Context: an optimization exercise on an open-source flow, tuned for small area, a short achievable clock period and few clock cycles. The choices shown serve that exercise and are no tape-out recipe.
Function was checked by simulation only, so behaviour that the tests miss may differ from the original.
Power and IR drop assume default switching activity.

==> module pipeline, before the edit <==
module pipeline (clk, reset, imem_addr, imem_rdata, dmem_addr, dmem_wdata, dmem_we, dmem_rdata);
    input           clk, reset;
    output  [31:0]  imem_addr;
    input   [31:0]  imem_rdata;
    output  [31:0]  dmem_addr, dmem_wdata;
    output          dmem_we;
    input   [31:0]  dmem_rdata;
    reg     [31:2]  pc;
    reg             d_v;
    reg     [31:0]  d_ir;
    reg             d_bt_c;      
    reg     [9:2]   d_pclo;      
    reg             e_wr, e_lw, e_sw, e_br, e_bne;
    reg             e_sub, e_and, e_or, e_slt;
    reg     [4:0]   e_rd;
    reg     [31:0]  e_a;         
    reg     [31:0]  e_b;         
    reg     [31:0]  e_c;         
    reg             e_pred;
    reg             e_skip1;     
    reg             m_wr, m_lw, m_we;
    reg     [4:0]   m_rd;
    reg     [31:0]  m_res, m_sd;
    wire            mispred;
    wire    [31:2]  e_alt;
    wire    [31:0]  res;
    wire            ld_use;
    wire    [31:0]  inst    = imem_rdata;
    wire    [31:2]  pc_next;
    wire            f_bt_c;
    wire    [9:2]   f_pclo;
    wire            f_nseq;
    fetch_next fnext(pc_next, f_bt_c, f_pclo, f_nseq, pc, inst, mispred, ld_use, e_alt);
    wire    [5:0]   op   = d_ir[31:26];
    wire    [5:0]   fn   = d_ir[5:0];
    wire    [4:0]   rs   = d_ir[25:21];
    wire    [4:0]   rt   = d_ir[20:16];
    wire    [4:0]   rdf  = d_ir[15:11];
    wire    [15:0]  imm  = d_ir[15:0];
    wire            is_r    = op == 6'h00;
    wire            is_beq  = op == 6'h04;
    wire            is_bne  = op == 6'h05;
    wire            is_addi = op == 6'h08;
    wire            is_andi = op == 6'h0C;
    wire            is_lw   = op == 6'h23;
    wire            is_sw   = op == 6'h2B;
    wire            is_br   = is_beq | is_bne;
    wire            use_rs  = is_r | is_br | is_addi | is_andi | is_lw | is_sw;
    wire            use_rt  = is_r | is_br | is_sw;
    wire            wr_rt   = is_addi | is_andi | is_lw;
    wire    [4:0]   dst     = is_r ? rdf : (wr_rt ? rt : 5'd0);
    wire            f_add   = is_r & (fn == 6'h20);
    wire            f_sub   = is_r & (fn == 6'h22);
    wire            f_or    = is_r & (fn == 6'h25);
    wire            f_slt   = is_r & (fn == 6'h2A);
    wire            f_and   = (is_r & ~f_add & ~f_sub & ~f_or & ~f_slt) | is_andi;
    wire    [31:0]  w_data  = m_lw ? dmem_rdata : m_res;
    reg     [31:0]  rf [1:31];
    reg     [31:1]  rf_v;
    wire    [31:1]  wsel, rd_en, sel_a, sel_b;
    genvar          g;
    generate
        for (g = 1; g < 32; g = g + 1) begin : rfw
            assign wsel[g]  = m_wr && m_rd == g;
            assign rd_en[g] = rf_v[g];
            assign sel_a[g] = rd_en[g] && rs == g;
            assign sel_b[g] = rd_en[g] && rt == g;
            wire    [31:0]  rf_d;
            wire            nwsel = !wsel[g];
            hold_or_load hl [31:0] (rf_d, wsel[g], nwsel, w_data, rf[g]);
            always @(posedge clk)
                rf[g] <= rf_d;
        end
    endgenerate
    always @(posedge clk or posedge reset) begin
        if (reset)
            rf_v <= 31'b0;
        else
            rf_v <= rf_v | wsel;
    end
    wire    [32*31-1:0] rf_all;
    generate
        for (g = 1; g < 32; g = g + 1) begin : rfa
            assign rf_all[32*(g-1) +: 32] = rf[g];
        end
    endgenerate
    wire            byp_a   = m_wr && m_rd == rs && rs != 5'd0;
    wire            byp_b   = m_wr && m_rd == rt && rt != 5'd0;
    wire            fwd_a   = e_wr && !e_lw && e_rd == rs;
    wire            fwd_b   = e_wr && !e_lw && e_rd == rt;
    wire    [31:0]  e_a_d, e_b_d, e_c_d, e_a_d2;
    wire    [31:0]  e_b_imm;
    wire    [31:0]  t_a, t_b;
    rf_tree tra(t_a, sel_a, rf_all);
    rf_tree trb(t_b, sel_b, rf_all);
    operand_mux oma(e_a_d, e_a_d2, t_a, byp_a, fwd_a, 1'b1, w_data, res, 32'b0);
    operand_mux omb(e_c_d, e_b_d, t_b, byp_b, fwd_b, is_r, w_data, res, e_b_imm);
    assign          ld_use  = d_v && e_wr && e_lw && ((use_rs && e_rd == rs) || (use_rt && e_rd == rt));
    wire    [31:0]  ext     = {{16{imm[15]}}, imm};
    wire            d_back  = (imm[15:8] == 8'hFF) & d_bt_c;
    wire    [31:2]  br_alt  = d_back ? {pc[31:10], d_pclo} : pc + {{14{imm[15]}}, imm};
    wire            d_pred  = is_br & d_back;
    assign          e_b_imm = is_br ? {2'b00, br_alt} : ext;
    wire            d_go    = d_v && !ld_use && !mispred && !skip1;
    wire            d_br    = is_br && imm != 16'd0;
    wire    [32:0]  sum     = {1'b0, e_a} + {1'b0, e_b ^ {32{e_sub}}} + {32'b0, e_sub};
    assign          res     = e_and ? (e_a & e_b) :
                              e_or  ? (e_a | e_b) :
                              e_slt ? {31'b0, ~sum[32]} :
                                      sum[31:0];
    wire            eq      = e_a == e_c;
    wire            taken   = eq ^ e_bne;
    wire            skip1   = e_br && taken && e_skip1;
    assign          mispred = e_br && (taken ^ e_pred) && !e_skip1;
    assign          e_alt   = e_b[29:0];
    always @(posedge clk or posedge reset) begin
        if (reset) begin
            pc      <= 30'b0;
            d_v     <= 1'b0;
            e_wr    <= 1'b0;
            e_lw    <= 1'b0;
            e_sw    <= 1'b0;
            e_br    <= 1'b0;
            m_wr    <= 1'b0;
            m_we    <= 1'b0;
        end else begin
            pc      <= pc_next;
            if (!ld_use)
                d_v <= !mispred;
            e_wr    <= d_go && dst != 5'd0;
            e_lw    <= d_go && is_lw;
            e_sw    <= d_go && is_sw;
            e_br    <= d_go && d_br;
            m_wr    <= e_wr;
            m_we    <= e_sw;
        end
    end
    always @(posedge clk) begin
        if (!ld_use) begin
            d_ir    <= inst;
            d_bt_c  <= f_bt_c;
            d_pclo  <= f_pclo;
        end
        e_rd        <= dst;
        e_bne       <= is_bne;
        e_pred      <= d_pred;
        e_skip1     <= imm == 16'd1 && !f_nseq;
        e_sub       <= f_sub | f_slt;
        e_and       <= f_and;
        e_or        <= f_or;
        e_slt       <= f_slt;
        e_a         <= e_a_d;
        e_b         <= e_b_d;
        e_c         <= e_c_d;
        m_lw        <= e_lw;
        m_rd        <= e_rd;
        m_res       <= res;
        m_sd        <= e_c;
    end
    assign imem_addr  = {pc, 2'b00};
    assign dmem_addr  = m_res;
    assign dmem_wdata = m_sd;
    assign dmem_we    = m_we;
endmodule
Settings: LEC_CHECK=0, CAP_MARGIN=30, CORE_MARGIN=2, CORE_UTILIZATION=40, SLEW_MARGIN=30, SYNTH_HIERARCHICAL=1; clock period 12.0 ns.
standard.sh (not shown) runs the stock make flow with config.mk's settings and CLKGATE_MAP_FILE= SYNTH_SCRIPT=/design/flow/synth_recipe.tcl, a recipe that flattens the netlist after the stock synthesis.
==> flow/flow/run.sh <==
#!/bin/bash
# Own flow: the standard synthesis and layout with these changes:
#  - timing repair is asked for more setup slack than the 12 ns clock needs,
#    so that it shortens the paths (SETUP_SLACK_MARGIN), working on the worst
#    half of the failing endpoints (TNS_END_PERCENT);
#  - floorplan removes synthesis's buffers instead of a first repair pass;
#  - port buffers are buf_2 rather than the slow delay buffer picked by default;
#  - larger clock-tree sink clusters, so fewer clock buffers;
set -euo pipefail
cd "$(dirname "${BASH_SOURCE[0]}")/.."
bash standard.sh synth > synth.log 2>&1
# the platform's don't-use list, and the cells repair may not use here
DU=""
for c in \
          probe_p_8 probec_p_8 lpflow_bleeder_1 lpflow_clkbufkapwr_1 lpflow_clkbufkapwr_16 \
          lpflow_clkbufkapwr_2 lpflow_clkbufkapwr_4 lpflow_clkbufkapwr_8 lpflow_clkinvkapwr_1 \
          lpflow_clkinvkapwr_16 lpflow_clkinvkapwr_2 lpflow_clkinvkapwr_4 lpflow_clkinvkapwr_8 \
          lpflow_decapkapwr_12 lpflow_decapkapwr_3 lpflow_decapkapwr_4 lpflow_decapkapwr_6 \
          lpflow_decapkapwr_8 lpflow_inputiso0n_1 lpflow_inputiso0p_1 lpflow_inputiso1n_1 \
          lpflow_inputiso1p_1 lpflow_inputisolatch_1 lpflow_isobufsrc_1 lpflow_isobufsrc_16 \
          lpflow_isobufsrc_2 lpflow_isobufsrc_4 lpflow_isobufsrc_8 lpflow_isobufsrckapwr_16 \
          lpflow_lsbuf_lh_hl_isowell_tap_1 lpflow_lsbuf_lh_hl_isowell_tap_2 \
          lpflow_lsbuf_lh_hl_isowell_tap_4 lpflow_lsbuf_lh_isowell_4 \
          lpflow_lsbuf_lh_isowell_tap_1 lpflow_lsbuf_lh_isowell_tap_2 \
          lpflow_lsbuf_lh_isowell_tap_4 \
         clkinvlp_2 clkinvlp_4 clkdlybuf4s15_1 clkdlybuf4s15_2 clkdlybuf4s18_1 clkdlybuf4s18_2 \
         clkdlybuf4s25_1 clkdlybuf4s25_2 clkdlybuf4s50_1 clkdlybuf4s50_2 dlygate4sd1_1 \
         dlygate4sd2_1 dlygate4sd3_1 dlymetal6s2s_1 dlymetal6s4s_1 dlymetal6s6s_1; do
    DU="$DU sky130_fd_sc_hd__$c"
done
echo "DONT_USE_CELLS=$DU" > dont_use.log
bash standard.sh \
    SETUP_SLACK_MARGIN=8.35 TNS_END_PERCENT=50 REMOVE_ABC_BUFFERS=1 \
    "BUFFER_PORTS_ARGS=-buffer_cell sky130_fd_sc_hd__buf_2" \
    CTS_CLUSTER_SIZE=20 CTS_CLUSTER_DIAMETER=100 CTS_BUF_LIST=sky130_fd_sc_hd__clkbuf_16 \
    "DONT_USE_CELLS=$DU" \
    finish > layout.log 2>&1
Testbench counts at the start, summed over its fixed seeds: cycles 38,424.
Change:
--- a/flow/design.v
+++ b/flow/design.v
@@ -6,12 +6,14 @@
     output  [31:0]  dmem_addr, dmem_wdata;
     output          dmem_we;
     input   [31:0]  dmem_rdata;
     reg     [31:2]  pc;
     reg             d_v;
     reg     [31:0]  d_ir;
+    reg     [3:0]   d_rs_hi, d_rt_hi;
+    reg     [7:0]   d_rs_lo, d_rt_lo;
     reg             d_bt_c;      
     reg     [9:2]   d_pclo;      
     reg             e_wr, e_lw, e_sw, e_br, e_bne;
     reg             e_sub, e_and, e_or, e_slt;
     reg     [4:0]   e_rd;
     reg     [31:0]  e_a;         
@@ -55,20 +57,21 @@
     wire            f_or    = is_r & (fn == 6'h25);
     wire            f_slt   = is_r & (fn == 6'h2A);
     wire            f_and   = (is_r & ~f_add & ~f_sub & ~f_or & ~f_slt) | is_andi;
     wire    [31:0]  w_data  = m_lw ? dmem_rdata : m_res;
     reg     [31:0]  rf [1:31];
     reg     [31:1]  rf_v;
-    wire    [31:1]  wsel, rd_en, sel_a, sel_b;
+    wire    [31:1]  rd_en, sel_a, sel_b;
+    reg     [31:1]  wsel;        
     genvar          g;
+    integer         i;
     generate
         for (g = 1; g < 32; g = g + 1) begin : rfw
-            assign wsel[g]  = m_wr && m_rd == g;
             assign rd_en[g] = rf_v[g];
-            assign sel_a[g] = rd_en[g] && rs == g;
-            assign sel_b[g] = rd_en[g] && rt == g;
+            assign sel_a[g] = rd_en[g] && d_rs_hi[g / 8] && d_rs_lo[g % 8];
+            assign sel_b[g] = rd_en[g] && d_rt_hi[g / 8] && d_rt_lo[g % 8];
             wire    [31:0]  rf_d;
             wire            nwsel = !wsel[g];
             hold_or_load hl [31:0] (rf_d, wsel[g], nwsel, w_data, rf[g]);
             always @(posedge clk)
                 rf[g] <= rf_d;
         end
@@ -120,28 +123,35 @@
             d_v     <= 1'b0;
             e_wr    <= 1'b0;
             e_lw    <= 1'b0;
             e_sw    <= 1'b0;
             e_br    <= 1'b0;
             m_wr    <= 1'b0;
+            wsel    <= 31'b0;
             m_we    <= 1'b0;
         end else begin
             pc      <= pc_next;
             if (!ld_use)
                 d_v <= !mispred;
             e_wr    <= d_go && dst != 5'd0;
             e_lw    <= d_go && is_lw;
             e_sw    <= d_go && is_sw;
             e_br    <= d_go && d_br;
             m_wr    <= e_wr;
+            for (i = 1; i < 32; i = i + 1)
+                wsel[i] <= e_wr && e_rd == i;
             m_we    <= e_sw;
         end
     end
     always @(posedge clk) begin
         if (!ld_use) begin
             d_ir    <= inst;
+            d_rs_hi <= 4'b1 << inst[25:24];
+            d_rs_lo <= 8'b1 << inst[23:21];
+            d_rt_hi <= 4'b1 << inst[20:19];
+            d_rt_lo <= 8'b1 << inst[18:16];
             d_bt_c  <= f_bt_c;
             d_pclo  <= f_pclo;
         end
         e_rd        <= dst;
         e_bne       <= is_bne;
         e_pred      <= d_pred;
First-iteration DRC count drops by 4.7%.
Clock skew grows by 0.0038 ns.
Combinational power goes up by 28%.
Clock-buffer cell count rises by 4.
Worst setup slack loses 0.012 ns.
Testbench counts after the change, summed over its fixed seeds: cycles 38,424.

## afterwards: timing with drivers on the ports
No port has a modelled driver above. Below, the same layouts with a new extraction and two added sets of constraints. Step 1 (the two cells are an assumption about what drives the block):
set clk [get_ports {clk}]
set_driving_cell -lib_cell sky130_fd_sc_hd__clkbuf_16 $clk
set_driving_cell -lib_cell sky130_fd_sc_hd__buf_2 [delete_from_list [all_inputs] $clk]
Step 2 adds t to the input delays and takes it off the output delays; t is the mean of the earliest and latest rising clock arrival at the registers after step 1. Input paths then give back, and output paths get back, about the clock's delay inside the block. Three values: ideal ports, drivers, drivers and shift; two values: the first two.
run | shift t [ns] | setup WS [ns] | worst hold slack (ns) | slew at the worst register clock pin (ns)
the first run | 0.796 | 8.205 / 8.146 / 7.694 | 0.373 / 0.373 / 0.373 | 0.10 / 0.10
the second run | 0.770 | 8.192 / 8.177 / 7.681 | 0.354 / 0.354 / 0.354 | 0.09 / 0.09
After both steps every run listed still meets setup and hold.
